Context: an optimization exercise on an open-source flow, tuned for small area and a short achievable clock period. The choices shown serve that exercise and are no tape-out recipe. No run shown here included a check of the RTL's function; only the layout flow was run. Power figures rest on the tool's default switching activity, not on a simulated workload.

## flow/design.v (module list and top-level ports; edited modules follow where they fit)
// module Q1S: 4139 lines
module Q1S(a, b, clk, res);
  // ...
==> flow/run.sh <==
#!/bin/bash
# synth_recipe.tcl (not shown) runs the flow's synth.tcl, then flattens the netlist and writes it again
# the make line also repeats each setting of config.mk as NAME=value (left out here)
make -C /OpenROAD-flow-scripts/flow DESIGN_CONFIG=/design/flow/config.mk WORK_HOME=/design/flow/orfs CLKGATE_MAP_FILE= SYNTH_SCRIPT=/design/flow/synth_recipe.tcl finish
==> flow/config.mk <==
export PLATFORM = sky130hd
export DESIGN_NAME = Q1S
export DESIGN_NICKNAME = Q1S
export VERILOG_FILES = /design/flow/design.v
export SDC_FILE = /design/flow/constraint.sdc
export NUM_CORES = 4
export LEC_CHECK = 0
export CAP_MARGIN = 50
export CORE_MARGIN = 2
export CORE_UTILIZATION = 40
export CTS_CLUSTER_DIAMETER = 100
export CTS_CLUSTER_SIZE = 20
export SETUP_SLACK_MARGIN = 4.9
export SLEW_MARGIN = 70
==> flow/constraint.sdc <==
create_clock -name core_clock -period 7.5 [get_ports {clk}]
set_input_delay 1.5000 -clock core_clock [delete_from_list [all_inputs] [get_ports {clk}]]
set_output_delay 1.5000 -clock core_clock [all_outputs]
set_load 0.01 [all_outputs]
==> results.py, run 1 <==
metrics = {
    "synth": {
        "seq_area_frac_synth": 0.3393,
        "synth_cells": 3478,
        "synth.top_cells.by_count": "dfxtp_1 (611), xnor2_1 (414), inv_1 (319)",
        "synth_most_common_cell": "dfxtp_1",
        "synth_compound_area_frac": 0.2130,
        "synth_fp_nets": 3976,
        "synthTopCellsByArea": "dfxtp_1 (34%), fa_1 (16%), xnor2_1 (10%)",
    },
    "setup_path": {
        "critical_path_class": "flop to flop",
        "crit_chain": "ha_4, ha_4, nand3_4, nor4_4, buf_4, nor3_4, o41ai_4, buf_4, a211oi_4, nor2_2, a311oi_2, buf_4, o211ai_2, xor2_1",
        "end_kind": "flop",
        "rr_startpoint": "r4_431",
        "r2r-end": "r5_601",
        "start_kind": "flop",
    },
    "run_status": {
        "status": "complete, no violations",
    },
    "sta": {
        "relSlewSlack": 0.6534,
        "post-route-period-util": 0.3565,
        "fin_skew_ps": 20.76,
    },
    "global_route": {
        "antenna_found_initial": 9,
        "grt_first_pass_wirelength_mm": 171.5,
        "grt_remaining_overflow": 0,
    },
    "drt": {
        "wl_per_cell_um": 24.96,
        "final_antenna_net_count": 0,
        "drc": 0,
        "wl_met1_mm": 46.64,
    },
    "pwr": {
        "comb_power_mw": 9.31,
        "total_power_mw": 16.81,
        "power.internal_mw": 9.649,
        "powerDensity_nw_per_um2": 411.3,
    },
    "final_layout": {
        "nets": 3882,
        "multi_input_area_um2": 21600,
        "drive_gt1_frac": 0.1456,
        "area_growth_pct": 13.32,
        "fill_cells": 8344,
        "seq_area_frac": 0.3044,
        "stdcell_count": 4577,
        "multi_input_gates": 2128,
        "seq_cells": 611,
    },
    "clocking": {
        "cts_tree": "done",
    },
    "floorplanning": {
        "initial_utilization": 0.4018,
        "core-area_um2": 89740,
    },
    "run": {
        "max_cap_violations": 0,
    },
    "placed_design": {
        "dpl-instance-area_um2": 38720,
        "post-place-ws_ps": 4446,
        "place_hpwl_mm": 78.55,
    },
}
==> run 2: changes to the inputs <==
--- a/flow/design.v
+++ b/flow/design.v
@@ -1818,133 +1818,683 @@
   wire s1382;
   wire c1383;
   wire s1384;
   wire c1385;
   wire s1386;
   wire c1387;
   wire s1388;
   wire c1389;
+  wire g1390;
+  wire p1391;
   reg r4_431;
   reg r4_432;
   reg r4_433;
   reg r4_434;
   reg r4_435;
   reg r4_436;
   reg r4_437;
   reg r4_438;
   reg r4_439;
+  wire g1392;
+  wire p1393;
   reg r4_440;
   reg r4_441;
+  wire g1394;
+  wire p1395;
   reg r4_442;
   reg r4_443;
+  wire g1396;
+  wire p1397;
   reg r4_444;
   reg r4_445;
+  wire g1398;
+  wire p1399;
   reg r4_446;
   reg r4_447;
+  wire g1400;
+  wire p1401;
   reg r4_448;
   reg r4_449;
+  wire g1402;
+  wire p1403;
   reg r4_450;
   reg r4_451;
+  wire g1404;
+  wire p1405;
   reg r4_452;
   reg r4_453;
+  wire g1406;
+  wire p1407;
   reg r4_454;
   reg r4_455;
+  wire g1408;
+  wire p1409;
   reg r4_456;
   reg r4_457;
+  wire g1410;
+  wire p1411;
   reg r4_458;
   reg r4_459;
+  wire g1412;
+  wire p1413;
   reg r4_460;
   reg r4_461;
+  wire g1414;
+  wire p1415;
   reg r4_462;
   reg r4_463;
+  wire g1416;
+  wire p1417;
   reg r4_464;
   reg r4_465;
+  wire g1418;
+  wire p1419;
   reg r4_466;
   reg r4_467;
+  wire g1420;
+  wire p1421;
   reg r4_468;
   reg r4_469;
+  wire g1422;
+  wire p1423;
   reg r4_470;
   reg r4_471;
+  wire g1424;
+  wire p1425;
   reg r4_472;
   reg r4_473;
+  wire g1426;
+  wire p1427;
   reg r4_474;
   reg r4_475;
+  wire g1428;
+  wire p1429;
   reg r4_476;
   reg r4_477;
+  wire g1430;
+  wire p1431;
   reg r4_478;
   reg r4_479;
+  wire g1432;
+  wire p1433;
   reg r4_480;
   reg r4_481;
+  wire g1434;
+  wire p1435;
   reg r4_482;
   reg r4_483;
+  wire g1436;
+  wire p1437;
   reg r4_484;
   reg r4_485;
+  wire g1438;
+  wire p1439;
   reg r4_486;
   reg r4_487;
+  wire g1440;
+  wire p1441;
   reg r4_488;
   reg r4_489;
+  wire g1442;
+  wire p1443;
   reg r4_490;
   reg r4_491;
+  wire g1444;
+  wire p1445;
   reg r4_492;
   reg r4_493;
+  wire g1446;
+  wire p1447;
   reg r4_494;
   reg r4_495;
+  wire g1448;
+  wire p1449;
   reg r4_496;
   reg r4_497;
+  wire g1450;
+  wire p1451;
   reg r4_498;
   reg r4_499;
+  wire g1452;
+  wire p1453;
   reg r4_500;
   reg r4_501;
+  wire g1454;
+  wire p1455;
   reg r4_502;
   reg r4_503;
+  wire g1456;
+  wire p1457;
   reg r4_504;
   reg r4_505;
+  wire g1458;
+  wire p1459;
   reg r4_506;
   reg r4_507;
+  wire g1460;
+  wire p1461;
   reg r4_508;
   reg r4_509;
+  wire g1462;
+  wire p1463;
   reg r4_510;
   reg r4_511;
+  wire g1464;
+  wire p1465;
   reg r4_512;
   reg r4_513;
+  wire g1466;
+  wire p1467;
   reg r4_514;
   reg r4_515;
+  wire g1468;
+  wire p1469;
   reg r4_516;
   reg r4_517;
+  wire g1470;
+  wire p1471;
   reg r4_518;
   reg r4_519;
+  wire g1472;
+  wire p1473;
   reg r4_520;
   reg r4_521;
+  wire g1474;
+  wire p1475;
   reg r4_522;
   reg r4_523;
+  wire g1476;
+  wire p1477;
   reg r4_524;
   reg r4_525;
+  wire g1478;
+  wire p1479;
   reg r4_526;
   reg r4_527;
+  wire g1480;
+  wire p1481;
   reg r4_528;
   reg r4_529;
+  wire g1482;
+  wire p1483;
   reg r4_530;
   reg r4_531;
   reg r4_532;
+  wire g1484;
+  wire p1485;
   reg r4_533;
   reg r4_534;
+  wire g1486;
+  wire p1487;
   reg r4_535;
   reg r4_536;
   reg r4_537;
+  wire g1488;
+  wire p1489;
   reg r4_538;
   reg r4_539;
+  wire g1490;
+  wire p1491;
   reg r4_540;
   reg r4_541;
   reg r4_542;
   reg r4_543;
+  wire g1492;
+  wire p1493;
   reg r4_544;
   reg r4_545;
   reg r4_546;
-  wire [63:0] cpx, cpy, cps;
+  wire G1494;
+  wire P1495;
+  wire G1496;
+  wire P1497;
+  wire G1498;
+  wire P1499;
+  wire G1500;
+  wire P1501;
+  wire G1502;
+  wire P1503;
+  wire G1504;
+  wire P1505;
+  wire G1506;
+  wire P1507;
+  wire G1508;
+  wire P1509;
+  wire G1510;
+  wire P1511;
+  wire G1512;
+  wire P1513;
+  wire G1514;
+  wire P1515;
+  wire G1516;
+  wire P1517;
+  wire G1518;
+  wire P1519;
+  wire G1520;
+  wire P1521;
+  wire G1522;
+  wire P1523;
+  wire G1524;
+  wire P1525;
+  wire G1526;
+  wire P1527;
+  wire G1528;
+  wire P1529;
+  wire G1530;
+  wire P1531;
+  wire G1532;
+  wire P1533;
+  wire G1534;
+  wire P1535;
+  wire G1536;
+  wire P1537;
+  wire G1538;
+  wire P1539;
+  wire G1540;
+  wire P1541;
+  wire G1542;
+  wire P1543;
+  wire G1544;
+  wire P1545;
+  wire G1546;
+  wire P1547;
+  wire G1548;
+  wire P1549;
+  wire G1550;
+  wire P1551;
+  wire G1552;
+  wire P1553;
+  wire G1554;
+  wire P1555;
+  wire G1556;
+  wire P1557;
+  wire G1558;
+  wire P1559;
+  wire G1560;
+  wire P1561;
+  wire G1562;
+  wire P1563;
+  wire G1564;
+  wire P1565;
+  wire G1566;
+  wire P1567;
+  wire G1568;
+  wire P1569;
+  wire G1570;
+  wire P1571;
+  wire G1572;
+  wire P1573;
+  wire G1574;
+  wire P1575;
+  wire G1576;
+  wire P1577;
+  wire G1578;
+  wire P1579;
+  wire G1580;
+  wire P1581;
+  wire G1582;
+  wire P1583;
+  wire G1584;
+  wire P1585;
+  wire G1586;
+  wire P1587;
+  wire G1588;
+  wire P1589;
+  wire G1590;
+  wire P1591;
+  wire G1592;
+  wire P1593;
+  wire G1594;
+  wire P1595;
+  wire G1596;
+  wire P1597;
+  wire G1598;
+  wire P1599;
+  wire G1600;
+  wire P1601;
+  wire G1602;
+  wire P1603;
+  wire G1604;
+  wire P1605;
+  wire G1606;
+  wire P1607;
+  wire G1608;
+  wire P1609;
+  wire G1610;
+  wire P1611;
+  wire G1612;
+  wire P1613;
+  wire G1614;
+  wire P1615;
+  wire G1616;
+  wire P1617;
+  wire G1618;
+  wire P1619;
+  wire G1620;
+  wire P1621;
+  wire G1622;
+  wire P1623;
+  wire G1624;
+  wire P1625;
+  wire G1626;
+  wire P1627;
+  wire G1628;
+  wire P1629;
+  wire G1630;
+  wire P1631;
+  wire G1632;
+  wire P1633;
+  wire G1634;
+  wire P1635;
+  wire G1636;
+  wire P1637;
+  wire G1638;
+  wire P1639;
+  wire G1640;
+  wire P1641;
+  wire G1642;
+  wire P1643;
+  wire G1644;
+  wire P1645;
+  wire G1646;
+  wire P1647;
+  wire G1648;
+  wire P1649;
+  wire G1650;
+  wire P1651;
+  wire G1652;
+  wire P1653;
+  wire G1654;
+  wire P1655;
+  wire G1656;
+  wire P1657;
+  wire G1658;
+  wire P1659;
+  wire G1660;
+  wire P1661;
+  wire G1662;
+  wire P1663;
+  wire G1664;
+  wire P1665;
+  wire G1666;
+  wire P1667;
+  wire G1668;
+  wire P1669;
+  wire G1670;
+  wire P1671;
+  wire G1672;
+  wire P1673;
+  wire G1674;
+  wire P1675;
+  wire G1676;
+  wire P1677;
+  wire G1678;
+  wire P1679;
+  wire G1680;
+  wire P1681;
+  wire G1682;
+  wire P1683;
+  wire G1684;
+  wire P1685;
+  wire G1686;
+  wire P1687;
+  wire G1688;
+  wire P1689;
+  wire G1690;
+  wire P1691;
+  wire G1692;
+  wire P1693;
+  wire G1694;
+  wire P1695;
+  wire G1696;
+  wire P1697;
+  wire G1698;
+  wire P1699;
+  wire G1700;
+  wire P1701;
+  wire G1702;
+  wire P1703;
+  wire G1704;
+  wire P1705;
+  wire G1706;
+  wire P1707;
+  wire G1708;
+  wire P1709;
+  wire G1710;
+  wire P1711;
+  wire G1712;
+  wire P1713;
+  wire G1714;
+  wire P1715;
+  wire G1716;
+  wire P1717;
+  wire G1718;
+  wire P1719;
+  wire G1720;
+  wire P1721;
+  wire G1722;
+  wire P1723;
+  wire G1724;
+  wire P1725;
+  wire G1726;
+  wire P1727;
+  wire G1728;
+  wire P1729;
+  wire G1730;
+  wire P1731;
+  wire G1732;
+  wire P1733;
+  wire G1734;
+  wire P1735;
+  wire G1736;
+  wire P1737;
+  wire G1738;
+  wire P1739;
+  wire G1740;
+  wire P1741;
+  wire G1742;
+  wire P1743;
+  wire G1744;
+  wire P1745;
+  wire G1746;
+  wire P1747;
+  wire G1748;
+  wire P1749;
+  wire G1750;
+  wire P1751;
+  wire G1752;
+  wire P1753;
+  wire G1754;
+  wire P1755;
+  wire G1756;
+  wire P1757;
+  wire G1758;
+  wire P1759;
+  wire G1760;
+  wire P1761;
+  wire G1762;
+  wire P1763;
+  wire G1764;
+  wire P1765;
+  wire G1766;
+  wire P1767;
+  wire G1768;
+  wire P1769;
+  wire G1770;
+  wire P1771;
+  wire G1772;
+  wire P1773;
+  wire G1774;
+  wire P1775;
+  wire G1776;
+  wire P1777;
+  wire G1778;
+  wire P1779;
+  wire G1780;
+  wire P1781;
+  wire G1782;
+  wire P1783;
+  wire G1784;
+  wire P1785;
+  wire G1786;
+  wire P1787;
+  wire G1788;
+  wire P1789;
+  wire G1790;
+  wire P1791;
+  wire G1792;
+  wire P1793;
+  wire G1794;
+  wire P1795;
+  wire G1796;
+  wire P1797;
+  wire G1798;
+  wire P1799;
+  wire G1800;
+  wire P1801;
+  wire G1802;
+  wire P1803;
+  wire G1804;
+  wire P1805;
+  wire G1806;
+  wire P1807;
+  wire G1808;
+  wire P1809;
+  wire G1810;
+  wire P1811;
+  wire G1812;
+  wire P1813;
+  wire G1814;
+  wire P1815;
+  wire G1816;
+  wire P1817;
+  wire G1818;
+  wire P1819;
+  wire G1820;
+  wire P1821;
+  wire G1822;
+  wire P1823;
+  wire G1824;
+  wire P1825;
+  wire G1826;
+  wire P1827;
+  wire G1828;
+  wire P1829;
+  wire G1830;
+  wire P1831;
+  wire G1832;
+  wire P1833;
+  wire G1834;
+  wire P1835;
+  wire G1836;
+  wire P1837;
+  wire G1838;
+  wire P1839;
+  wire G1840;
+  wire P1841;
+  wire G1842;
+  wire P1843;
+  wire G1844;
+  wire P1845;
+  wire G1846;
+  wire P1847;
+  wire G1848;
+  wire P1849;
+  wire G1850;
+  wire P1851;
+  wire G1852;
+  wire P1853;
+  wire G1854;
+  wire P1855;
+  wire G1856;
+  wire P1857;
+  wire G1858;
+  wire P1859;
+  wire G1860;
+  wire P1861;
+  wire G1862;
+  wire P1863;
+  wire G1864;
+  wire P1865;
+  wire G1866;
+  wire P1867;
+  wire G1868;
+  wire P1869;
+  wire G1870;
+  wire P1871;
+  wire G1872;
+  wire P1873;
+  wire G1874;
+  wire P1875;
+  wire G1876;
+  wire P1877;
+  wire q1878;
+  wire q1879;
+  wire q1880;
+  wire q1881;
+  wire q1882;
+  wire q1883;
+  wire q1884;
+  wire q1885;
+  wire q1886;
+  wire q1887;
+  wire q1888;
+  wire q1889;
+  wire q1890;
+  wire q1891;
+  wire q1892;
+  wire q1893;
+  wire q1894;
+  wire q1895;
+  wire q1896;
+  wire q1897;
+  wire q1898;
+  wire q1899;
+  wire q1900;
+  wire q1901;
+  wire q1902;
+  wire q1903;
+  wire q1904;
+  wire q1905;
+  wire q1906;
+  wire q1907;
+  wire q1908;
+  wire q1909;
+  wire q1910;
+  wire q1911;
+  wire q1912;
+  wire q1913;
+  wire q1914;
+  wire q1915;
+  wire q1916;
+  wire q1917;
+  wire q1918;
+  wire q1919;
+  wire q1920;
+  wire q1921;
+  wire q1922;
+  wire q1923;
+  wire q1924;
+  wire q1925;
+  wire q1926;
+  wire q1927;
+  wire q1928;
+  wire q1929;
+  wire q1930;
+  wire q1931;
+  wire q1932;
+  wire q1933;
+  wire q1934;
+  wire q1935;
+  wire q1936;
+  wire q1937;
+  wire q1938;
+  wire q1939;
+  wire q1940;
   reg r5_547;
   reg r5_548;
   reg r5_549;
   reg r5_550;
   reg r5_551;
   reg r5_552;
   reg r5_553;
   reg r5_554;
@@ -3388,145 +3938,567 @@
   assign s1382 = c1211 ^ s1212;
   assign c1383 = c1211 & s1212;
   assign s1384 = r3_417 ^ r3_418 ^ c1285;
   assign c1385 = (r3_417 & r3_418) | (r3_417 & c1285) | (r3_418 & c1285);
   assign s1386 = r3_419 ^ r3_420;
   assign c1387 = r3_419 & r3_420;
   assign s1388 = r3_426 ^ r3_427 ^ c1287;
   assign c1389 = (r3_426 & r3_427) | (r3_426 & c1287) | (r3_427 & c1287);
-  assign cpx[0] = r4_431;
-  assign cpy[0] = r4_432;
-  assign cpx[1] = r4_433;
-  assign cpy[1] = 1'b0;
-  assign cpx[2] = r4_434;
-  assign cpy[2] = 1'b0;
-  assign cpx[3] = r4_435;
-  assign cpy[3] = 1'b0;
-  assign cpx[4] = r4_436;
-  assign cpy[4] = 1'b0;
-  assign cpx[5] = r4_437;
-  assign cpy[5] = 1'b0;
-  assign cpx[6] = r4_438;
-  assign cpy[6] = 1'b0;
-  assign cpx[7] = r4_439;
-  assign cpy[7] = 1'b0;
-  assign cpx[8] = r4_440;
-  assign cpy[8] = r4_441;
-  assign cpx[9] = r4_442;
-  assign cpy[9] = r4_443;
-  assign cpx[10] = r4_444;
-  assign cpy[10] = r4_445;
-  assign cpx[11] = r4_446;
-  assign cpy[11] = r4_447;
-  assign cpx[12] = r4_448;
-  assign cpy[12] = r4_449;
-  assign cpx[13] = r4_450;
-  assign cpy[13] = r4_451;
-  assign cpx[14] = r4_452;
-  assign cpy[14] = r4_453;
-  assign cpx[15] = r4_454;
-  assign cpy[15] = r4_455;
-  assign cpx[16] = r4_456;
-  assign cpy[16] = r4_457;
-  assign cpx[17] = r4_458;
-  assign cpy[17] = r4_459;
-  assign cpx[18] = r4_460;
-  assign cpy[18] = r4_461;
-  assign cpx[19] = r4_462;
-  assign cpy[19] = r4_463;
-  assign cpx[20] = r4_464;
-  assign cpy[20] = r4_465;
-  assign cpx[21] = r4_466;
-  assign cpy[21] = r4_467;
-  assign cpx[22] = r4_468;
-  assign cpy[22] = r4_469;
-  assign cpx[23] = r4_470;
-  assign cpy[23] = r4_471;
-  assign cpx[24] = r4_472;
-  assign cpy[24] = r4_473;
-  assign cpx[25] = r4_474;
-  assign cpy[25] = r4_475;
-  assign cpx[26] = r4_476;
-  assign cpy[26] = r4_477;
-  assign cpx[27] = r4_478;
-  assign cpy[27] = r4_479;
-  assign cpx[28] = r4_480;
-  assign cpy[28] = r4_481;
-  assign cpx[29] = r4_482;
-  assign cpy[29] = r4_483;
-  assign cpx[30] = r4_484;
-  assign cpy[30] = r4_485;
-  assign cpx[31] = r4_486;
-  assign cpy[31] = r4_487;
-  assign cpx[32] = r4_488;
-  assign cpy[32] = r4_489;
-  assign cpx[33] = r4_490;
-  assign cpy[33] = r4_491;
-  assign cpx[34] = r4_492;
-  assign cpy[34] = r4_493;
-  assign cpx[35] = r4_494;
-  assign cpy[35] = r4_495;
-  assign cpx[36] = r4_496;
-  assign cpy[36] = r4_497;
-  assign cpx[37] = r4_498;
-  assign cpy[37] = r4_499;
-  assign cpx[38] = r4_500;
-  assign cpy[38] = r4_501;
-  assign cpx[39] = r4_502;
-  assign cpy[39] = r4_503;
-  assign cpx[40] = r4_504;
-  assign cpy[40] = r4_505;
-  assign cpx[41] = r4_506;
-  assign cpy[41] = r4_507;
-  assign cpx[42] = r4_508;
-  assign cpy[42] = r4_509;
-  assign cpx[43] = r4_510;
-  assign cpy[43] = r4_511;
-  assign cpx[44] = r4_512;
-  assign cpy[44] = r4_513;
-  assign cpx[45] = r4_514;
-  assign cpy[45] = r4_515;
-  assign cpx[46] = r4_516;
-  assign cpy[46] = r4_517;
-  assign cpx[47] = r4_518;
-  assign cpy[47] = r4_519;
-  assign cpx[48] = r4_520;
-  assign cpy[48] = r4_521;
-  assign cpx[49] = r4_522;
-  assign cpy[49] = r4_523;
-  assign cpx[50] = r4_524;
-  assign cpy[50] = r4_525;
-  assign cpx[51] = r4_526;
-  assign cpy[51] = r4_527;
-  assign cpx[52] = r4_528;
-  assign cpy[52] = r4_529;
-  assign cpx[53] = r4_530;
-  assign cpy[53] = r4_531;
-  assign cpx[54] = r4_532;
-  assign cpy[54] = 1'b0;
-  assign cpx[55] = r4_533;
-  assign cpy[55] = r4_534;
-  assign cpx[56] = r4_535;
-  assign cpy[56] = r4_536;
-  assign cpx[57] = r4_537;
-  assign cpy[57] = 1'b0;
-  assign cpx[58] = r4_538;
-  assign cpy[58] = r4_539;
-  assign cpx[59] = r4_540;
-  assign cpy[59] = r4_541;
-  assign cpx[60] = r4_542;
-  assign cpy[60] = 1'b0;
-  assign cpx[61] = r4_543;
-  assign cpy[61] = 1'b0;
-  assign cpx[62] = r4_544;
-  assign cpy[62] = r4_545;
-  assign cpx[63] = r4_546;
-  assign cpy[63] = 1'b0;
-  assign cps = cpx + cpy;
+  assign g1390 = r3_205 & r3_206;
+  assign p1391 = r3_205 ^ r3_206;
+  assign g1392 = c1289 & s1290;
+  assign p1393 = c1289 ^ s1290;
+  assign g1394 = c1291 & s1292;
+  assign p1395 = c1291 ^ s1292;
+  assign g1396 = c1293 & s1294;
+  assign p1397 = c1293 ^ s1294;
+  assign g1398 = c1295 & s1296;
+  assign p1399 = c1295 ^ s1296;
+  assign g1400 = c1297 & s1298;
+  assign p1401 = c1297 ^ s1298;
+  assign g1402 = c1299 & s1300;
+  assign p1403 = c1299 ^ s1300;
+  assign g1404 = c1301 & s1302;
+  assign p1405 = c1301 ^ s1302;
+  assign g1406 = c1303 & s1304;
+  assign p1407 = c1303 ^ s1304;
+  assign g1408 = c1305 & s1306;
+  assign p1409 = c1305 ^ s1306;
+  assign g1410 = c1307 & s1308;
+  assign p1411 = c1307 ^ s1308;
+  assign g1412 = c1309 & s1310;
+  assign p1413 = c1309 ^ s1310;
+  assign g1414 = c1311 & s1312;
+  assign p1415 = c1311 ^ s1312;
+  assign g1416 = c1313 & s1314;
+  assign p1417 = c1313 ^ s1314;
+  assign g1418 = c1315 & s1316;
+  assign p1419 = c1315 ^ s1316;
+  assign g1420 = c1317 & s1318;
+  assign p1421 = c1317 ^ s1318;
+  assign g1422 = c1319 & s1320;
+  assign p1423 = c1319 ^ s1320;
+  assign g1424 = c1321 & s1322;
+  assign p1425 = c1321 ^ s1322;
+  assign g1426 = c1323 & s1324;
+  assign p1427 = c1323 ^ s1324;
+  assign g1428 = c1325 & s1326;
+  assign p1429 = c1325 ^ s1326;
+  assign g1430 = c1327 & s1328;
+  assign p1431 = c1327 ^ s1328;
+  assign g1432 = c1329 & s1330;
+  assign p1433 = c1329 ^ s1330;
+  assign g1434 = c1331 & s1332;
+  assign p1435 = c1331 ^ s1332;
+  assign g1436 = c1333 & s1334;
+  assign p1437 = c1333 ^ s1334;
+  assign g1438 = c1335 & s1336;
+  assign p1439 = c1335 ^ s1336;
+  assign g1440 = c1337 & s1338;
+  assign p1441 = c1337 ^ s1338;
+  assign g1442 = c1339 & s1340;
+  assign p1443 = c1339 ^ s1340;
+  assign g1444 = c1341 & s1342;
+  assign p1445 = c1341 ^ s1342;
+  assign g1446 = c1343 & s1344;
+  assign p1447 = c1343 ^ s1344;
+  assign g1448 = c1345 & s1346;
+  assign p1449 = c1345 ^ s1346;
+  assign g1450 = c1347 & s1348;
+  assign p1451 = c1347 ^ s1348;
+  assign g1452 = c1349 & s1350;
+  assign p1453 = c1349 ^ s1350;
+  assign g1454 = c1351 & s1352;
+  assign p1455 = c1351 ^ s1352;
+  assign g1456 = c1353 & s1354;
+  assign p1457 = c1353 ^ s1354;
+  assign g1458 = c1355 & s1356;
+  assign p1459 = c1355 ^ s1356;
+  assign g1460 = c1357 & s1358;
+  assign p1461 = c1357 ^ s1358;
+  assign g1462 = c1359 & s1360;
+  assign p1463 = c1359 ^ s1360;
+  assign g1464 = c1361 & s1362;
+  assign p1465 = c1361 ^ s1362;
+  assign g1466 = c1363 & s1364;
+  assign p1467 = c1363 ^ s1364;
+  assign g1468 = c1365 & s1366;
+  assign p1469 = c1365 ^ s1366;
+  assign g1470 = c1367 & s1368;
+  assign p1471 = c1367 ^ s1368;
+  assign g1472 = c1369 & s1370;
+  assign p1473 = c1369 ^ s1370;
+  assign g1474 = c1371 & s1372;
+  assign p1475 = c1371 ^ s1372;
+  assign g1476 = c1373 & s1374;
+  assign p1477 = c1373 ^ s1374;
+  assign g1478 = c1375 & s1376;
+  assign p1479 = c1375 ^ s1376;
+  assign g1480 = c1377 & s1378;
+  assign p1481 = c1377 ^ s1378;
+  assign g1482 = c1379 & s1282;
+  assign p1483 = c1379 ^ s1282;
+  assign g1484 = c1381 & s1382;
+  assign p1485 = c1381 ^ s1382;
+  assign g1486 = c1383 & s1284;
+  assign p1487 = c1383 ^ s1284;
+  assign g1488 = c1385 & s1386;
+  assign p1489 = c1385 ^ s1386;
+  assign g1490 = c1387 & s1214;
+  assign p1491 = c1387 ^ s1214;
+  assign g1492 = c1389 & r3_428;
+  assign p1493 = c1389 ^ r3_428;
+  assign G1494 = 1'b0 | (r4_433 & r4_431);
+  assign P1495 = r4_433 & r4_432;
+  assign G1496 = 1'b0 | (r4_435 & 1'b0);
+  assign P1497 = r4_435 & r4_434;
+  assign G1498 = 1'b0 | (r4_437 & 1'b0);
+  assign P1499 = r4_437 & r4_436;
+  assign G1500 = 1'b0 | (r4_439 & 1'b0);
+  assign P1501 = r4_439 & r4_438;
+  assign G1502 = r4_442 | (r4_443 & r4_440);
+  assign P1503 = r4_443 & r4_441;
+  assign G1504 = r4_446 | (r4_447 & r4_444);
+  assign P1505 = r4_447 & r4_445;
+  assign G1506 = r4_450 | (r4_451 & r4_448);
+  assign P1507 = r4_451 & r4_449;
+  assign G1508 = r4_454 | (r4_455 & r4_452);
+  assign P1509 = r4_455 & r4_453;
+  assign G1510 = r4_458 | (r4_459 & r4_456);
+  assign P1511 = r4_459 & r4_457;
+  assign G1512 = r4_462 | (r4_463 & r4_460);
+  assign P1513 = r4_463 & r4_461;
+  assign G1514 = r4_466 | (r4_467 & r4_464);
+  assign P1515 = r4_467 & r4_465;
+  assign G1516 = r4_470 | (r4_471 & r4_468);
+  assign P1517 = r4_471 & r4_469;
+  assign G1518 = r4_474 | (r4_475 & r4_472);
+  assign P1519 = r4_475 & r4_473;
+  assign G1520 = r4_478 | (r4_479 & r4_476);
+  assign P1521 = r4_479 & r4_477;
+  assign G1522 = r4_482 | (r4_483 & r4_480);
+  assign P1523 = r4_483 & r4_481;
+  assign G1524 = r4_486 | (r4_487 & r4_484);
+  assign P1525 = r4_487 & r4_485;
+  assign G1526 = r4_490 | (r4_491 & r4_488);
+  assign P1527 = r4_491 & r4_489;
+  assign G1528 = r4_494 | (r4_495 & r4_492);
+  assign P1529 = r4_495 & r4_493;
+  assign G1530 = r4_498 | (r4_499 & r4_496);
+  assign P1531 = r4_499 & r4_497;
+  assign G1532 = r4_502 | (r4_503 & r4_500);
+  assign P1533 = r4_503 & r4_501;
+  assign G1534 = r4_506 | (r4_507 & r4_504);
+  assign P1535 = r4_507 & r4_505;
+  assign G1536 = r4_510 | (r4_511 & r4_508);
+  assign P1537 = r4_511 & r4_509;
+  assign G1538 = r4_514 | (r4_515 & r4_512);
+  assign P1539 = r4_515 & r4_513;
+  assign G1540 = r4_518 | (r4_519 & r4_516);
+  assign P1541 = r4_519 & r4_517;
+  assign G1542 = r4_522 | (r4_523 & r4_520);
+  assign P1543 = r4_523 & r4_521;
+  assign G1544 = r4_526 | (r4_527 & r4_524);
+  assign P1545 = r4_527 & r4_525;
+  assign G1546 = r4_530 | (r4_531 & r4_528);
+  assign P1547 = r4_531 & r4_529;
+  assign G1548 = r4_533 | (r4_534 & 1'b0);
+  assign P1549 = r4_534 & r4_532;
+  assign G1550 = 1'b0 | (r4_537 & r4_535);
+  assign P1551 = r4_537 & r4_536;
+  assign G1552 = r4_540 | (r4_541 & r4_538);
+  assign P1553 = r4_541 & r4_539;
+  assign G1554 = 1'b0 | (r4_543 & 1'b0);
+  assign P1555 = r4_543 & r4_542;
+  assign G1556 = 1'b0 | (r4_546 & r4_544);
+  assign P1557 = r4_546 & r4_545;
+  assign G1558 = 1'b0 | (r4_434 & G1494);
+  assign P1559 = r4_434 & P1495;
+  assign G1560 = G1496 | (P1497 & G1494);
+  assign P1561 = P1497 & P1495;
+  assign G1562 = 1'b0 | (r4_438 & G1498);
+  assign P1563 = r4_438 & P1499;
+  assign G1564 = G1500 | (P1501 & G1498);
+  assign P1565 = P1501 & P1499;
+  assign G1566 = r4_444 | (r4_445 & G1502);
+  assign P1567 = r4_445 & P1503;
+  assign G1568 = G1504 | (P1505 & G1502);
+  assign P1569 = P1505 & P1503;
+  assign G1570 = r4_452 | (r4_453 & G1506);
+  assign P1571 = r4_453 & P1507;
+  assign G1572 = G1508 | (P1509 & G1506);
+  assign P1573 = P1509 & P1507;
+  assign G1574 = r4_460 | (r4_461 & G1510);
+  assign P1575 = r4_461 & P1511;
+  assign G1576 = G1512 | (P1513 & G1510);
+  assign P1577 = P1513 & P1511;
+  assign G1578 = r4_468 | (r4_469 & G1514);
+  assign P1579 = r4_469 & P1515;
+  assign G1580 = G1516 | (P1517 & G1514);
+  assign P1581 = P1517 & P1515;
+  assign G1582 = r4_476 | (r4_477 & G1518);
+  assign P1583 = r4_477 & P1519;
+  assign G1584 = G1520 | (P1521 & G1518);
+  assign P1585 = P1521 & P1519;
+  assign G1586 = r4_484 | (r4_485 & G1522);
+  assign P1587 = r4_485 & P1523;
+  assign G1588 = G1524 | (P1525 & G1522);
+  assign P1589 = P1525 & P1523;
+  assign G1590 = r4_492 | (r4_493 & G1526);
+  assign P1591 = r4_493 & P1527;
+  assign G1592 = G1528 | (P1529 & G1526);
+  assign P1593 = P1529 & P1527;
+  assign G1594 = r4_500 | (r4_501 & G1530);
+  assign P1595 = r4_501 & P1531;
+  assign G1596 = G1532 | (P1533 & G1530);
+  assign P1597 = P1533 & P1531;
+  assign G1598 = r4_508 | (r4_509 & G1534);
+  assign P1599 = r4_509 & P1535;
+  assign G1600 = G1536 | (P1537 & G1534);
+  assign P1601 = P1537 & P1535;
+  assign G1602 = r4_516 | (r4_517 & G1538);
+  assign P1603 = r4_517 & P1539;
+  assign G1604 = G1540 | (P1541 & G1538);
+  assign P1605 = P1541 & P1539;
+  assign G1606 = r4_524 | (r4_525 & G1542);
+  assign P1607 = r4_525 & P1543;
+  assign G1608 = G1544 | (P1545 & G1542);
+  assign P1609 = P1545 & P1543;
+  assign G1610 = 1'b0 | (r4_532 & G1546);
+  assign P1611 = r4_532 & P1547;
+  assign G1612 = G1548 | (P1549 & G1546);
+  assign P1613 = P1549 & P1547;
+  assign G1614 = r4_538 | (r4_539 & G1550);
+  assign P1615 = r4_539 & P1551;
+  assign G1616 = G1552 | (P1553 & G1550);
+  assign P1617 = P1553 & P1551;
+  assign G1618 = r4_544 | (r4_545 & G1554);
+  assign P1619 = r4_545 & P1555;
+  assign G1620 = G1556 | (P1557 & G1554);
+  assign P1621 = P1557 & P1555;
+  assign G1622 = 1'b0 | (r4_436 & G1560);
+  assign P1623 = r4_436 & P1561;
+  assign G1624 = G1498 | (P1499 & G1560);
+  assign P1625 = P1499 & P1561;
+  assign G1626 = G1562 | (P1563 & G1560);
+  assign P1627 = P1563 & P1561;
+  assign G1628 = G1564 | (P1565 & G1560);
+  assign P1629 = P1565 & P1561;
+  assign G1630 = r4_448 | (r4_449 & G1568);
+  assign P1631 = r4_449 & P1569;
+  assign G1632 = G1506 | (P1507 & G1568);
+  assign P1633 = P1507 & P1569;
+  assign G1634 = G1570 | (P1571 & G1568);
+  assign P1635 = P1571 & P1569;
+  assign G1636 = G1572 | (P1573 & G1568);
+  assign P1637 = P1573 & P1569;
+  assign G1638 = r4_464 | (r4_465 & G1576);
+  assign P1639 = r4_465 & P1577;
+  assign G1640 = G1514 | (P1515 & G1576);
+  assign P1641 = P1515 & P1577;
+  assign G1642 = G1578 | (P1579 & G1576);
+  assign P1643 = P1579 & P1577;
+  assign G1644 = G1580 | (P1581 & G1576);
+  assign P1645 = P1581 & P1577;
+  assign G1646 = r4_480 | (r4_481 & G1584);
+  assign P1647 = r4_481 & P1585;
+  assign G1648 = G1522 | (P1523 & G1584);
+  assign P1649 = P1523 & P1585;
+  assign G1650 = G1586 | (P1587 & G1584);
+  assign P1651 = P1587 & P1585;
+  assign G1652 = G1588 | (P1589 & G1584);
+  assign P1653 = P1589 & P1585;
+  assign G1654 = r4_496 | (r4_497 & G1592);
+  assign P1655 = r4_497 & P1593;
+  assign G1656 = G1530 | (P1531 & G1592);
+  assign P1657 = P1531 & P1593;
+  assign G1658 = G1594 | (P1595 & G1592);
+  assign P1659 = P1595 & P1593;
+  assign G1660 = G1596 | (P1597 & G1592);
+  assign P1661 = P1597 & P1593;
+  assign G1662 = r4_512 | (r4_513 & G1600);
+  assign P1663 = r4_513 & P1601;
+  assign G1664 = G1538 | (P1539 & G1600);
+  assign P1665 = P1539 & P1601;
+  assign G1666 = G1602 | (P1603 & G1600);
+  assign P1667 = P1603 & P1601;
+  assign G1668 = G1604 | (P1605 & G1600);
+  assign P1669 = P1605 & P1601;
+  assign G1670 = r4_528 | (r4_529 & G1608);
+  assign P1671 = r4_529 & P1609;
+  assign G1672 = G1546 | (P1547 & G1608);
+  assign P1673 = P1547 & P1609;
+  assign G1674 = G1610 | (P1611 & G1608);
+  assign P1675 = P1611 & P1609;
+  assign G1676 = G1612 | (P1613 & G1608);
+  assign P1677 = P1613 & P1609;
+  assign G1678 = 1'b0 | (r4_542 & G1616);
+  assign P1679 = r4_542 & P1617;
+  assign G1680 = G1554 | (P1555 & G1616);
+  assign P1681 = P1555 & P1617;
+  assign G1682 = G1618 | (P1619 & G1616);
+  assign P1683 = P1619 & P1617;
+  assign G1684 = G1620 | (P1621 & G1616);
+  assign P1685 = P1621 & P1617;
+  assign G1686 = r4_440 | (r4_441 & G1628);
+  assign P1687 = r4_441 & P1629;
+  assign G1688 = G1502 | (P1503 & G1628);
+  assign P1689 = P1503 & P1629;
+  assign G1690 = G1566 | (P1567 & G1628);
+  assign P1691 = P1567 & P1629;
+  assign G1692 = G1568 | (P1569 & G1628);
+  assign P1693 = P1569 & P1629;
+  assign G1694 = G1630 | (P1631 & G1628);
+  assign P1695 = P1631 & P1629;
+  assign G1696 = G1632 | (P1633 & G1628);
+  assign P1697 = P1633 & P1629;
+  assign G1698 = G1634 | (P1635 & G1628);
+  assign P1699 = P1635 & P1629;
+  assign G1700 = G1636 | (P1637 & G1628);
+  assign P1701 = P1637 & P1629;
+  assign G1702 = r4_472 | (r4_473 & G1644);
+  assign P1703 = r4_473 & P1645;
+  assign G1704 = G1518 | (P1519 & G1644);
+  assign P1705 = P1519 & P1645;
+  assign G1706 = G1582 | (P1583 & G1644);
+  assign P1707 = P1583 & P1645;
+  assign G1708 = G1584 | (P1585 & G1644);
+  assign P1709 = P1585 & P1645;
+  assign G1710 = G1646 | (P1647 & G1644);
+  assign P1711 = P1647 & P1645;
+  assign G1712 = G1648 | (P1649 & G1644);
+  assign P1713 = P1649 & P1645;
+  assign G1714 = G1650 | (P1651 & G1644);
+  assign P1715 = P1651 & P1645;
+  assign G1716 = G1652 | (P1653 & G1644);
+  assign P1717 = P1653 & P1645;
+  assign G1718 = r4_504 | (r4_505 & G1660);
+  assign P1719 = r4_505 & P1661;
+  assign G1720 = G1534 | (P1535 & G1660);
+  assign P1721 = P1535 & P1661;
+  assign G1722 = G1598 | (P1599 & G1660);
+  assign P1723 = P1599 & P1661;
+  assign G1724 = G1600 | (P1601 & G1660);
+  assign P1725 = P1601 & P1661;
+  assign G1726 = G1662 | (P1663 & G1660);
+  assign P1727 = P1663 & P1661;
+  assign G1728 = G1664 | (P1665 & G1660);
+  assign P1729 = P1665 & P1661;
+  assign G1730 = G1666 | (P1667 & G1660);
+  assign P1731 = P1667 & P1661;
+  assign G1732 = G1668 | (P1669 & G1660);
+  assign P1733 = P1669 & P1661;
+  assign G1734 = r4_535 | (r4_536 & G1676);
+  assign P1735 = r4_536 & P1677;
+  assign G1736 = G1550 | (P1551 & G1676);
+  assign P1737 = P1551 & P1677;
+  assign G1738 = G1614 | (P1615 & G1676);
+  assign P1739 = P1615 & P1677;
+  assign G1740 = G1616 | (P1617 & G1676);
+  assign P1741 = P1617 & P1677;
+  assign G1742 = G1678 | (P1679 & G1676);
+  assign P1743 = P1679 & P1677;
+  assign G1744 = G1680 | (P1681 & G1676);
+  assign P1745 = P1681 & P1677;
+  assign G1746 = G1682 | (P1683 & G1676);
+  assign P1747 = P1683 & P1677;
+  assign G1748 = G1684 | (P1685 & G1676);
+  assign P1749 = P1685 & P1677;
+  assign G1750 = r4_456 | (r4_457 & G1700);
+  assign P1751 = r4_457 & P1701;
+  assign G1752 = G1510 | (P1511 & G1700);
+  assign P1753 = P1511 & P1701;
+  assign G1754 = G1574 | (P1575 & G1700);
+  assign P1755 = P1575 & P1701;
+  assign G1756 = G1576 | (P1577 & G1700);
+  assign P1757 = P1577 & P1701;
+  assign G1758 = G1638 | (P1639 & G1700);
+  assign P1759 = P1639 & P1701;
+  assign G1760 = G1640 | (P1641 & G1700);
+  assign P1761 = P1641 & P1701;
+  assign G1762 = G1642 | (P1643 & G1700);
+  assign P1763 = P1643 & P1701;
+  assign G1764 = G1644 | (P1645 & G1700);
+  assign P1765 = P1645 & P1701;
+  assign G1766 = G1702 | (P1703 & G1700);
+  assign P1767 = P1703 & P1701;
+  assign G1768 = G1704 | (P1705 & G1700);
+  assign P1769 = P1705 & P1701;
+  assign G1770 = G1706 | (P1707 & G1700);
+  assign P1771 = P1707 & P1701;
+  assign G1772 = G1708 | (P1709 & G1700);
+  assign P1773 = P1709 & P1701;
+  assign G1774 = G1710 | (P1711 & G1700);
+  assign P1775 = P1711 & P1701;
+  assign G1776 = G1712 | (P1713 & G1700);
+  assign P1777 = P1713 & P1701;
+  assign G1778 = G1714 | (P1715 & G1700);
+  assign P1779 = P1715 & P1701;
+  assign G1780 = G1716 | (P1717 & G1700);
+  assign P1781 = P1717 & P1701;
+  assign G1782 = r4_520 | (r4_521 & G1732);
+  assign P1783 = r4_521 & P1733;
+  assign G1784 = G1542 | (P1543 & G1732);
+  assign P1785 = P1543 & P1733;
+  assign G1786 = G1606 | (P1607 & G1732);
+  assign P1787 = P1607 & P1733;
+  assign G1788 = G1608 | (P1609 & G1732);
+  assign P1789 = P1609 & P1733;
+  assign G1790 = G1670 | (P1671 & G1732);
+  assign P1791 = P1671 & P1733;
+  assign G1792 = G1672 | (P1673 & G1732);
+  assign P1793 = P1673 & P1733;
+  assign G1794 = G1674 | (P1675 & G1732);
+  assign P1795 = P1675 & P1733;
+  assign G1796 = G1676 | (P1677 & G1732);
+  assign P1797 = P1677 & P1733;
+  assign G1798 = G1734 | (P1735 & G1732);
+  assign P1799 = P1735 & P1733;
+  assign G1800 = G1736 | (P1737 & G1732);
+  assign P1801 = P1737 & P1733;
+  assign G1802 = G1738 | (P1739 & G1732);
+  assign P1803 = P1739 & P1733;
+  assign G1804 = G1740 | (P1741 & G1732);
+  assign P1805 = P1741 & P1733;
+  assign G1806 = G1742 | (P1743 & G1732);
+  assign P1807 = P1743 & P1733;
+  assign G1808 = G1744 | (P1745 & G1732);
+  assign P1809 = P1745 & P1733;
+  assign G1810 = G1746 | (P1747 & G1732);
+  assign P1811 = P1747 & P1733;
+  assign G1812 = G1748 | (P1749 & G1732);
+  assign P1813 = P1749 & P1733;
+  assign G1814 = r4_488 | (r4_489 & G1780);
+  assign P1815 = r4_489 & P1781;
+  assign G1816 = G1526 | (P1527 & G1780);
+  assign P1817 = P1527 & P1781;
+  assign G1818 = G1590 | (P1591 & G1780);
+  assign P1819 = P1591 & P1781;
+  assign G1820 = G1592 | (P1593 & G1780);
+  assign P1821 = P1593 & P1781;
+  assign G1822 = G1654 | (P1655 & G1780);
+  assign P1823 = P1655 & P1781;
+  assign G1824 = G1656 | (P1657 & G1780);
+  assign P1825 = P1657 & P1781;
+  assign G1826 = G1658 | (P1659 & G1780);
+  assign P1827 = P1659 & P1781;
+  assign G1828 = G1660 | (P1661 & G1780);
+  assign P1829 = P1661 & P1781;
+  assign G1830 = G1718 | (P1719 & G1780);
+  assign P1831 = P1719 & P1781;
+  assign G1832 = G1720 | (P1721 & G1780);
+  assign P1833 = P1721 & P1781;
+  assign G1834 = G1722 | (P1723 & G1780);
+  assign P1835 = P1723 & P1781;
+  assign G1836 = G1724 | (P1725 & G1780);
+  assign P1837 = P1725 & P1781;
+  assign G1838 = G1726 | (P1727 & G1780);
+  assign P1839 = P1727 & P1781;
+  assign G1840 = G1728 | (P1729 & G1780);
+  assign P1841 = P1729 & P1781;
+  assign G1842 = G1730 | (P1731 & G1780);
+  assign P1843 = P1731 & P1781;
+  assign G1844 = G1732 | (P1733 & G1780);
+  assign P1845 = P1733 & P1781;
+  assign G1846 = G1782 | (P1783 & G1780);
+  assign P1847 = P1783 & P1781;
+  assign G1848 = G1784 | (P1785 & G1780);
+  assign P1849 = P1785 & P1781;
+  assign G1850 = G1786 | (P1787 & G1780);
+  assign P1851 = P1787 & P1781;
+  assign G1852 = G1788 | (P1789 & G1780);
+  assign P1853 = P1789 & P1781;
+  assign G1854 = G1790 | (P1791 & G1780);
+  assign P1855 = P1791 & P1781;
+  assign G1856 = G1792 | (P1793 & G1780);
+  assign P1857 = P1793 & P1781;
+  assign G1858 = G1794 | (P1795 & G1780);
+  assign P1859 = P1795 & P1781;
+  assign G1860 = G1796 | (P1797 & G1780);
+  assign P1861 = P1797 & P1781;
+  assign G1862 = G1798 | (P1799 & G1780);
+  assign P1863 = P1799 & P1781;
+  assign G1864 = G1800 | (P1801 & G1780);
+  assign P1865 = P1801 & P1781;
+  assign G1866 = G1802 | (P1803 & G1780);
+  assign P1867 = P1803 & P1781;
+  assign G1868 = G1804 | (P1805 & G1780);
+  assign P1869 = P1805 & P1781;
+  assign G1870 = G1806 | (P1807 & G1780);
+  assign P1871 = P1807 & P1781;
+  assign G1872 = G1808 | (P1809 & G1780);
+  assign P1873 = P1809 & P1781;
+  assign G1874 = G1810 | (P1811 & G1780);
+  assign P1875 = P1811 & P1781;
+  assign G1876 = G1812 | (P1813 & G1780);
+  assign P1877 = P1813 & P1781;
+  assign q1878 = r4_433 ^ r4_431;
+  assign q1879 = r4_434 ^ G1494;
+  assign q1880 = r4_435 ^ G1558;
+  assign q1881 = r4_436 ^ G1560;
+  assign q1882 = r4_437 ^ G1622;
+  assign q1883 = r4_438 ^ G1624;
+  assign q1884 = r4_439 ^ G1626;
+  assign q1885 = r4_441 ^ G1628;
+  assign q1886 = r4_443 ^ G1686;
+  assign q1887 = r4_445 ^ G1688;
+  assign q1888 = r4_447 ^ G1690;
+  assign q1889 = r4_449 ^ G1692;
+  assign q1890 = r4_451 ^ G1694;
+  assign q1891 = r4_453 ^ G1696;
+  assign q1892 = r4_455 ^ G1698;
+  assign q1893 = r4_457 ^ G1700;
+  assign q1894 = r4_459 ^ G1750;
+  assign q1895 = r4_461 ^ G1752;
+  assign q1896 = r4_463 ^ G1754;
+  assign q1897 = r4_465 ^ G1756;
+  assign q1898 = r4_467 ^ G1758;
+  assign q1899 = r4_469 ^ G1760;
+  assign q1900 = r4_471 ^ G1762;
+  assign q1901 = r4_473 ^ G1764;
+  assign q1902 = r4_475 ^ G1766;
+  assign q1903 = r4_477 ^ G1768;
+  assign q1904 = r4_479 ^ G1770;
+  assign q1905 = r4_481 ^ G1772;
+  assign q1906 = r4_483 ^ G1774;
+  assign q1907 = r4_485 ^ G1776;
+  assign q1908 = r4_487 ^ G1778;
+  assign q1909 = r4_489 ^ G1780;
+  assign q1910 = r4_491 ^ G1814;
+  assign q1911 = r4_493 ^ G1816;
+  assign q1912 = r4_495 ^ G1818;
+  assign q1913 = r4_497 ^ G1820;
+  assign q1914 = r4_499 ^ G1822;
+  assign q1915 = r4_501 ^ G1824;
+  assign q1916 = r4_503 ^ G1826;
+  assign q1917 = r4_505 ^ G1828;
+  assign q1918 = r4_507 ^ G1830;
+  assign q1919 = r4_509 ^ G1832;
+  assign q1920 = r4_511 ^ G1834;
+  assign q1921 = r4_513 ^ G1836;
+  assign q1922 = r4_515 ^ G1838;
+  assign q1923 = r4_517 ^ G1840;
+  assign q1924 = r4_519 ^ G1842;
+  assign q1925 = r4_521 ^ G1844;
+  assign q1926 = r4_523 ^ G1846;
+  assign q1927 = r4_525 ^ G1848;
+  assign q1928 = r4_527 ^ G1850;
+  assign q1929 = r4_529 ^ G1852;
+  assign q1930 = r4_531 ^ G1854;
+  assign q1931 = r4_532 ^ G1856;
+  assign q1932 = r4_534 ^ G1858;
+  assign q1933 = r4_536 ^ G1860;
+  assign q1934 = r4_537 ^ G1862;
+  assign q1935 = r4_539 ^ G1864;
+  assign q1936 = r4_541 ^ G1866;
+  assign q1937 = r4_542 ^ G1868;
+  assign q1938 = r4_543 ^ G1870;
+  assign q1939 = r4_545 ^ G1872;
+  assign q1940 = r4_546 ^ G1874;
   always @(posedge clk) begin
     r1_0 <= a[0];
     r1_1 <= a[1];
     r1_2 <= a[2];
     r1_3 <= a[3];
     r1_4 <= a[4];
     r1_5 <= a[5];
     r1_6 <= a[6];
@@ -3949,191 +4921,191 @@
     r3_423 <= s932;
     r3_424 <= c933;
     r3_425 <= s934;
     r3_426 <= c935;
     r3_427 <= s936;
     r3_428 <= s1096;
     r3_429 <= c1097;
     r3_430 <= pp701;
-    r4_431 <= r3_205;
-    r4_432 <= r3_206;
+    r4_431 <= g1390;
+    r4_432 <= p1391;
     r4_433 <= r3_207;
     r4_434 <= r3_208;
     r4_435 <= r3_209;
     r4_436 <= r3_210;
     r4_437 <= s1098;
     r4_438 <= s1218;
     r4_439 <= s1288;
-    r4_440 <= c1289;
-    r4_441 <= s1290;
-    r4_442 <= c1291;
-    r4_443 <= s1292;
-    r4_444 <= c1293;
-    r4_445 <= s1294;
-    r4_446 <= c1295;
-    r4_447 <= s1296;
-    r4_448 <= c1297;
-    r4_449 <= s1298;
-    r4_450 <= c1299;
-    r4_451 <= s1300;
-    r4_452 <= c1301;
-    r4_453 <= s1302;
-    r4_454 <= c1303;
-    r4_455 <= s1304;
-    r4_456 <= c1305;
-    r4_457 <= s1306;
-    r4_458 <= c1307;
-    r4_459 <= s1308;
-    r4_460 <= c1309;
-    r4_461 <= s1310;
-    r4_462 <= c1311;
-    r4_463 <= s1312;
-    r4_464 <= c1313;
-    r4_465 <= s1314;
-    r4_466 <= c1315;
-    r4_467 <= s1316;
-    r4_468 <= c1317;
-    r4_469 <= s1318;
-    r4_470 <= c1319;
-    r4_471 <= s1320;
-    r4_472 <= c1321;
-    r4_473 <= s1322;
-    r4_474 <= c1323;
-    r4_475 <= s1324;
-    r4_476 <= c1325;
-    r4_477 <= s1326;
-    r4_478 <= c1327;
-    r4_479 <= s1328;
-    r4_480 <= c1329;
-    r4_481 <= s1330;
-    r4_482 <= c1331;
-    r4_483 <= s1332;
-    r4_484 <= c1333;
-    r4_485 <= s1334;
-    r4_486 <= c1335;
-    r4_487 <= s1336;
-    r4_488 <= c1337;
-    r4_489 <= s1338;
-    r4_490 <= c1339;
-    r4_491 <= s1340;
-    r4_492 <= c1341;
-    r4_493 <= s1342;
-    r4_494 <= c1343;
-    r4_495 <= s1344;
-    r4_496 <= c1345;
-    r4_497 <= s1346;
-    r4_498 <= c1347;
-    r4_499 <= s1348;
-    r4_500 <= c1349;
-    r4_501 <= s1350;
-    r4_502 <= c1351;
-    r4_503 <= s1352;
-    r4_504 <= c1353;
-    r4_505 <= s1354;
-    r4_506 <= c1355;
-    r4_507 <= s1356;
-    r4_508 <= c1357;
-    r4_509 <= s1358;
-    r4_510 <= c1359;
-    r4_511 <= s1360;
-    r4_512 <= c1361;
-    r4_513 <= s1362;
-    r4_514 <= c1363;
-    r4_515 <= s1364;
-    r4_516 <= c1365;
-    r4_517 <= s1366;
-    r4_518 <= c1367;
-    r4_519 <= s1368;
-    r4_520 <= c1369;
-    r4_521 <= s1370;
-    r4_522 <= c1371;
-    r4_523 <= s1372;
-    r4_524 <= c1373;
-    r4_525 <= s1374;
-    r4_526 <= c1375;
-    r4_527 <= s1376;
-    r4_528 <= c1377;
-    r4_529 <= s1378;
-    r4_530 <= c1379;
-    r4_531 <= s1282;
+    r4_440 <= g1392;
+    r4_441 <= p1393;
+    r4_442 <= g1394;
+    r4_443 <= p1395;
+    r4_444 <= g1396;
+    r4_445 <= p1397;
+    r4_446 <= g1398;
+    r4_447 <= p1399;
+    r4_448 <= g1400;
+    r4_449 <= p1401;
+    r4_450 <= g1402;
+    r4_451 <= p1403;
+    r4_452 <= g1404;
+    r4_453 <= p1405;
+    r4_454 <= g1406;
+    r4_455 <= p1407;
+    r4_456 <= g1408;
+    r4_457 <= p1409;
+    r4_458 <= g1410;
+    r4_459 <= p1411;
+    r4_460 <= g1412;
+    r4_461 <= p1413;
+    r4_462 <= g1414;
+    r4_463 <= p1415;
+    r4_464 <= g1416;
+    r4_465 <= p1417;
+    r4_466 <= g1418;
+    r4_467 <= p1419;
+    r4_468 <= g1420;
+    r4_469 <= p1421;
+    r4_470 <= g1422;
+    r4_471 <= p1423;
+    r4_472 <= g1424;
+    r4_473 <= p1425;
+    r4_474 <= g1426;
+    r4_475 <= p1427;
+    r4_476 <= g1428;
+    r4_477 <= p1429;
+    r4_478 <= g1430;
+    r4_479 <= p1431;
+    r4_480 <= g1432;
+    r4_481 <= p1433;
+    r4_482 <= g1434;
+    r4_483 <= p1435;
+    r4_484 <= g1436;
+    r4_485 <= p1437;
+    r4_486 <= g1438;
+    r4_487 <= p1439;
+    r4_488 <= g1440;
+    r4_489 <= p1441;
+    r4_490 <= g1442;
+    r4_491 <= p1443;
+    r4_492 <= g1444;
+    r4_493 <= p1445;
+    r4_494 <= g1446;
+    r4_495 <= p1447;
+    r4_496 <= g1448;
+    r4_497 <= p1449;
+    r4_498 <= g1450;
+    r4_499 <= p1451;
+    r4_500 <= g1452;
+    r4_501 <= p1453;
+    r4_502 <= g1454;
+    r4_503 <= p1455;
+    r4_504 <= g1456;
+    r4_505 <= p1457;
+    r4_506 <= g1458;
+    r4_507 <= p1459;
+    r4_508 <= g1460;
+    r4_509 <= p1461;
+    r4_510 <= g1462;
+    r4_511 <= p1463;
+    r4_512 <= g1464;
+    r4_513 <= p1465;
+    r4_514 <= g1466;
+    r4_515 <= p1467;
+    r4_516 <= g1468;
+    r4_517 <= p1469;
+    r4_518 <= g1470;
+    r4_519 <= p1471;
+    r4_520 <= g1472;
+    r4_521 <= p1473;
+    r4_522 <= g1474;
+    r4_523 <= p1475;
+    r4_524 <= g1476;
+    r4_525 <= p1477;
+    r4_526 <= g1478;
+    r4_527 <= p1479;
+    r4_528 <= g1480;
+    r4_529 <= p1481;
+    r4_530 <= g1482;
+    r4_531 <= p1483;
     r4_532 <= s1380;
-    r4_533 <= c1381;
-    r4_534 <= s1382;
-    r4_535 <= c1383;
-    r4_536 <= s1284;
+    r4_533 <= g1484;
+    r4_534 <= p1485;
+    r4_535 <= g1486;
+    r4_536 <= p1487;
     r4_537 <= s1384;
-    r4_538 <= c1385;
-    r4_539 <= s1386;
-    r4_540 <= c1387;
-    r4_541 <= s1214;
+    r4_538 <= g1488;
+    r4_539 <= p1489;
+    r4_540 <= g1490;
+    r4_541 <= p1491;
     r4_542 <= s1286;
     r4_543 <= s1388;
-    r4_544 <= c1389;
-    r4_545 <= r3_428;
+    r4_544 <= g1492;
+    r4_545 <= p1493;
     r4_546 <= s1216;
-    r5_547 <= cps[0];
-    r5_548 <= cps[1];
-    r5_549 <= cps[2];
-    r5_550 <= cps[3];
-    r5_551 <= cps[4];
-    r5_552 <= cps[5];
-    r5_553 <= cps[6];
-    r5_554 <= cps[7];
-    r5_555 <= cps[8];
-    r5_556 <= cps[9];
-    r5_557 <= cps[10];
-    r5_558 <= cps[11];
-    r5_559 <= cps[12];
-    r5_560 <= cps[13];
-    r5_561 <= cps[14];
-    r5_562 <= cps[15];
-    r5_563 <= cps[16];
-    r5_564 <= cps[17];
-    r5_565 <= cps[18];
-    r5_566 <= cps[19];
-    r5_567 <= cps[20];
-    r5_568 <= cps[21];
-    r5_569 <= cps[22];
-    r5_570 <= cps[23];
-    r5_571 <= cps[24];
-    r5_572 <= cps[25];
-    r5_573 <= cps[26];
-    r5_574 <= cps[27];
-    r5_575 <= cps[28];
-    r5_576 <= cps[29];
-    r5_577 <= cps[30];
-    r5_578 <= cps[31];
-    r5_579 <= cps[32];
-    r5_580 <= cps[33];
-    r5_581 <= cps[34];
-    r5_582 <= cps[35];
-    r5_583 <= cps[36];
-    r5_584 <= cps[37];
-    r5_585 <= cps[38];
-    r5_586 <= cps[39];
-    r5_587 <= cps[40];
-    r5_588 <= cps[41];
-    r5_589 <= cps[42];
-    r5_590 <= cps[43];
-    r5_591 <= cps[44];
-    r5_592 <= cps[45];
-    r5_593 <= cps[46];
-    r5_594 <= cps[47];
-    r5_595 <= cps[48];
-    r5_596 <= cps[49];
-    r5_597 <= cps[50];
-    r5_598 <= cps[51];
-    r5_599 <= cps[52];
-    r5_600 <= cps[53];
-    r5_601 <= cps[54];
-    r5_602 <= cps[55];
-    r5_603 <= cps[56];
-    r5_604 <= cps[57];
-    r5_605 <= cps[58];
-    r5_606 <= cps[59];
-    r5_607 <= cps[60];
-    r5_608 <= cps[61];
-    r5_609 <= cps[62];
-    r5_610 <= cps[63];
+    r5_547 <= r4_432;
+    r5_548 <= q1878;
+    r5_549 <= q1879;
+    r5_550 <= q1880;
+    r5_551 <= q1881;
+    r5_552 <= q1882;
+    r5_553 <= q1883;
+    r5_554 <= q1884;
+    r5_555 <= q1885;
+    r5_556 <= q1886;
+    r5_557 <= q1887;
+    r5_558 <= q1888;
+    r5_559 <= q1889;
+    r5_560 <= q1890;
+    r5_561 <= q1891;
+    r5_562 <= q1892;
+    r5_563 <= q1893;
+    r5_564 <= q1894;
+    r5_565 <= q1895;
+    r5_566 <= q1896;
+    r5_567 <= q1897;
+    r5_568 <= q1898;
+    r5_569 <= q1899;
+    r5_570 <= q1900;
+    r5_571 <= q1901;
+    r5_572 <= q1902;
+    r5_573 <= q1903;
+    r5_574 <= q1904;
+    r5_575 <= q1905;
+    r5_576 <= q1906;
+    r5_577 <= q1907;
+    r5_578 <= q1908;
+    r5_579 <= q1909;
+    r5_580 <= q1910;
+    r5_581 <= q1911;
+    r5_582 <= q1912;
+    r5_583 <= q1913;
+    r5_584 <= q1914;
+    r5_585 <= q1915;
+    r5_586 <= q1916;
+    r5_587 <= q1917;
+    r5_588 <= q1918;
+    r5_589 <= q1919;
+    r5_590 <= q1920;
+    r5_591 <= q1921;
+    r5_592 <= q1922;
+    r5_593 <= q1923;
+    r5_594 <= q1924;
+    r5_595 <= q1925;
+    r5_596 <= q1926;
+    r5_597 <= q1927;
+    r5_598 <= q1928;
+    r5_599 <= q1929;
+    r5_600 <= q1930;
+    r5_601 <= q1931;
+    r5_602 <= q1932;
+    r5_603 <= q1933;
+    r5_604 <= q1934;
+    r5_605 <= q1935;
+    r5_606 <= q1936;
+    r5_607 <= q1937;
+    r5_608 <= q1938;
+    r5_609 <= q1939;
+    r5_610 <= q1940;
   end
   assign res = {r5_610, r5_609, r5_608, r5_607, r5_606, r5_605, r5_604, r5_603, r5_602, r5_601, r5_600, r5_599, r5_598, r5_597, r5_596, r5_595, r5_594, r5_593, r5_592, r5_591, r5_590, r5_589, r5_588, r5_587, r5_586, r5_585, r5_584, r5_583, r5_582, r5_581, r5_580, r5_579, r5_578, r5_577, r5_576, r5_575, r5_574, r5_573, r5_572, r5_571, r5_570, r5_569, r5_568, r5_567, r5_566, r5_565, r5_564, r5_563, r5_562, r5_561, r5_560, r5_559, r5_558, r5_557, r5_556, r5_555, r5_554, r5_553, r5_552, r5_551, r5_550, r5_549, r5_548, r5_547};
 endmodule
==> flow/config.mk (replaced) <==
export PLATFORM = sky130hd
export DESIGN_NAME = Q1S
export DESIGN_NICKNAME = Q1S
export VERILOG_FILES = /design/flow/design.v
export SDC_FILE = /design/flow/constraint.sdc
export NUM_CORES = 4
export LEC_CHECK = 0
export CAP_MARGIN = 20
export CORE_MARGIN = 2
export CORE_UTILIZATION = 55
export CTS_CLUSTER_DIAMETER = 100
export CTS_CLUSTER_SIZE = 20
export SETUP_SLACK_MARGIN = 4.9
export SLEW_MARGIN = 20
==> results.py, run 2 <==
metrics = {
    "drt": {
        "drt-pass1-iter-count": 9,
        "wl_per_cell_um": 27.05,
        "drt_wl_total_mm": 108.3,
        "first_iter_violations": 3589,
        "viasPerCell": 6.498,
        "vias": 26030,
        "final_antenna_net_count": 0,
        "drc": 0,
    },
    "global_route": {
        "gr-max-usage-layer": "met2",
        "grt_remaining_overflow": 0,
        "use_met1": 0.4353,
        "grt_first_pass_wirelength_mm": 164.6,
        "grt_max_degree": 35,
        "grt_use_total": 0.3272,
        "use_met2": 0.4815,
        "met3_usage": 0.1126,
        "grt_pass1_vias": 26200,
        "antenna_found_initial": 2,
    },
    "final_layout": {
        "layout_common_cells": "dfxtp_1 (547), xnor2_1 (404), a22o_1 (306), inv_1 (300), a221oi_1 (291)",
        "drive_gt1_frac": 0.1168,
        "fin_util": 0.5999,
        "area_growth_pct": 7.860,
        "final_common_cell": "dfxtp_1",
        "stdcell_count": 4006,
        "nets": 3655,
    },
    "synth": {
        "seq_area_frac_synth": 0.3493,
        "synth_most_common_cell": "dfxtp_1",
        "synth_edf_count": 0,
        "synthTopCellsByArea": "dfxtp_1 (35%), fa_1 (17%), xnor2_1 (10%)",
        "synth.top_cells.by_count": "dfxtp_1 (611), xnor2_1 (407), a221oi_1 (306), a22o_1 (306), inv_1 (302)",
        "synth_fp_nets": 3791,
        "postSynthAreaPerCell_um2": 10.65,
        "synth_cells": 3288,
        "ys_async_sr_fraction": 0,
        "synth_warnings": 1,
        "ys_ff_latch": 611,
        "synth_top_area_cell": "dfxtp_1",
        "ys.flop_type": "dfxtp_1",
        "yosysUniqueCellTypes": 75,
        "syn_area_um2": 35020,
        "synth_top_area_share": 0.3493,
    },
    "clocking": {
        "clk_latency_ps": 600,
        "clk_path_buf_depth": 3,
        "root_buffer": "clkbuf_16",
        "numCtsBuffers": 38,
        "clk_pin_slew_ps": 90,
        "clock_sinks": 611,
        "htree_levels": 2,
        "cts_tree": "done",
        "cts_hold_buf": 0,
    },
    "sta": {
        "worst_pin_slew_ps": 942.0,
        "fin_skew_ps": 30.61,
        "final.min_clock_period_ps": 2673,
        "fmax_mhz": 374.1,
        "post-route-period-util": 0.3564,
        "rsz0062_at_grt": "true",
        "setup_ws_ps": 4827,
        "slew_violations": 0,
        "finalHoldViolCount": 0,
        "relSlewSlack": 0.3711,
        "setup_viol": 0,
        "tns_ps": 0,
    },
    "pwr": {
        "power_leakage_nw": 15.39,
        "powerDensity_nw_per_um2": 407.4,
        "ir_worst_vdd_mv": 0.2018,
    },
    "floorplanning": {
        "die_h_um": 256.3,
        "core-area_um2": 62970,
        "initial_utilization": 0.5562,
        "die_area_um2": 65710,
        "row_count": 92,
        "io_pins": 129,
        "die_w_um": 256.3,
    },
    "hold_path": {
        "hold_path.class": "flop to flop",
    },
    "placed_design": {
        "post-place-ws_ps": 4216,
        "dpl.cell_count": 3924,
        "gp_congestion": 0.9190,
        "port_buffers": 128,
        "place_hpwl_mm": 70.13,
    },
    "setup_path": {
        "start_kind": "flop",
        "critical_path_class": "flop to flop",
        "ff2ff_setup_slack_ps": 4830,
        "required_ps": 7990,
        "cp_max_fo": 4,
        "end_kind": "flop",
        "crit_arrival_ps": 3170,
    },
    "run_status": {
        "status": "complete, no violations",
    },
    "run": {
        "max_cap_violations": 0,
    },
}
[run 2: stage by stage]
stage / cell area [um2] / hold slack, ps / total power, mW
2_1_floorplan: 35020 / 309.6 / 10.78
3_3_place_gp: 36110 / 309.6 / 13.19
3_5_place_dp: 36110 / 312.0 / 13.45
4_1_cts: 37340 / 322.3 / 15.49
5_1_grt: 37770 / 330.8 / 17.00
6_report: 37780 / 318.4 / 15.39
[run 2: worst paths after layout]
kind / startpoint / to / cells past startpoint
setup / recovery: r4_433 / r5_610 / 14
hold / removal: r1_167 / r2_172 / 0
setup reg to reg: r4_433 / r5_610 / 14
hold reg to reg: r1_167 / r2_172 / 0
[run 2: report_power, final]
group          total (mW)  switching (mW)  internal (mW)
clock network        2.09            1.10          0.991
registers            5.70            1.07           4.64
logic                7.59            4.15           3.44
[run 2: layout make-up]
class | instances | area [um2]
Sequential cell | 611 | 12380
Timing Repair Buffer | 221 | 1732
Tap cell | 846 | 1059
Inverter | 310 | 1189
Clock inverter | 7 | 92.59
Clock buffer | 40 | 989.7
Fill cell | 5257 | 25190
Multi-Input combinational cell | 1970 | 20330
Antenna cell | 1 | 2.502
[run 2: worst max-delay path, cell delays in order, from the launching register on]
cell	delay, ps
dfxtp_2	330
ha_4	150
and3_4	160
a41oi_4	290
a211oi_4	100
buf_6	150
o21ai_4	140
buf_12	130
o21ai_4	60
buf_12	140
o21ai_4	190
buf_6	140
a21oi_4	60
or4_4	440
o311ai_2	90
[run 2: routing by layer]
layer	part of all wire	wire (um)
met1	0.40	43290
met3	0.13	13950
met2	0.42	45360
met4	0.053	5731
met5	0.00012	13
[run 2: cell families (layout without fill, tap and decap cells)]
logic type / after synthesis / in the layout / share of synthesized area
and+or+nand+nor: 243 / 243 / 0.03633
other: 0 / 1 / 0
adders and majority gates: 438 / 438 / 0.2186
DFF: 611 / 611 / 0.3493
muxes: 1 / 1 / 0.0003215
xor gates and xnor gates: 434 / 434 / 0.1085
buffers and inverters: 707 / 578 / 0.08263
AOI/OAI and AO/OA: 854 / 854 / 0.2043
[run 2: timing repair]
action | CTS | global route
setup endpoints to repair | 233 | 74
resized for setup | 321 | 92
pin swaps | 18 | 27
setup buffers | 25 | 9

static timing again, ports no longer ideal:
In the flow no input, the clock included, has a driving cell. The finished layouts below were timed again as built, in two steps. Step 1, drivers: a clkbuf_16 drives clk and a buf_2 each remaining input, both assumed. Step 2 times the ports against the registers' clock, not the clock port: input delays grow and output delays shrink by t, the midpoint of the rising clock arrivals with the driver on. Slacks: no drivers / after step 1 / after step 2; pairs: no drivers / after step 1.
| run | t, ns | setup WS [ns] | hold WS [ns] |
|---|---|---|---|
| run 1 | 0.648 | 4.826 / 4.803 / 4.534 | 0.317 / 0.317 / 0.317 |
| run 2 | 0.647 | 4.827 / 4.827 / 4.536 | 0.318 / 0.318 / 0.318 |
After both steps setup and hold are still met in every run listed. For run 1, which loses most, drivers alone change the setup slack by -0.023 ns; drivers and shift together by -0.292 ns.
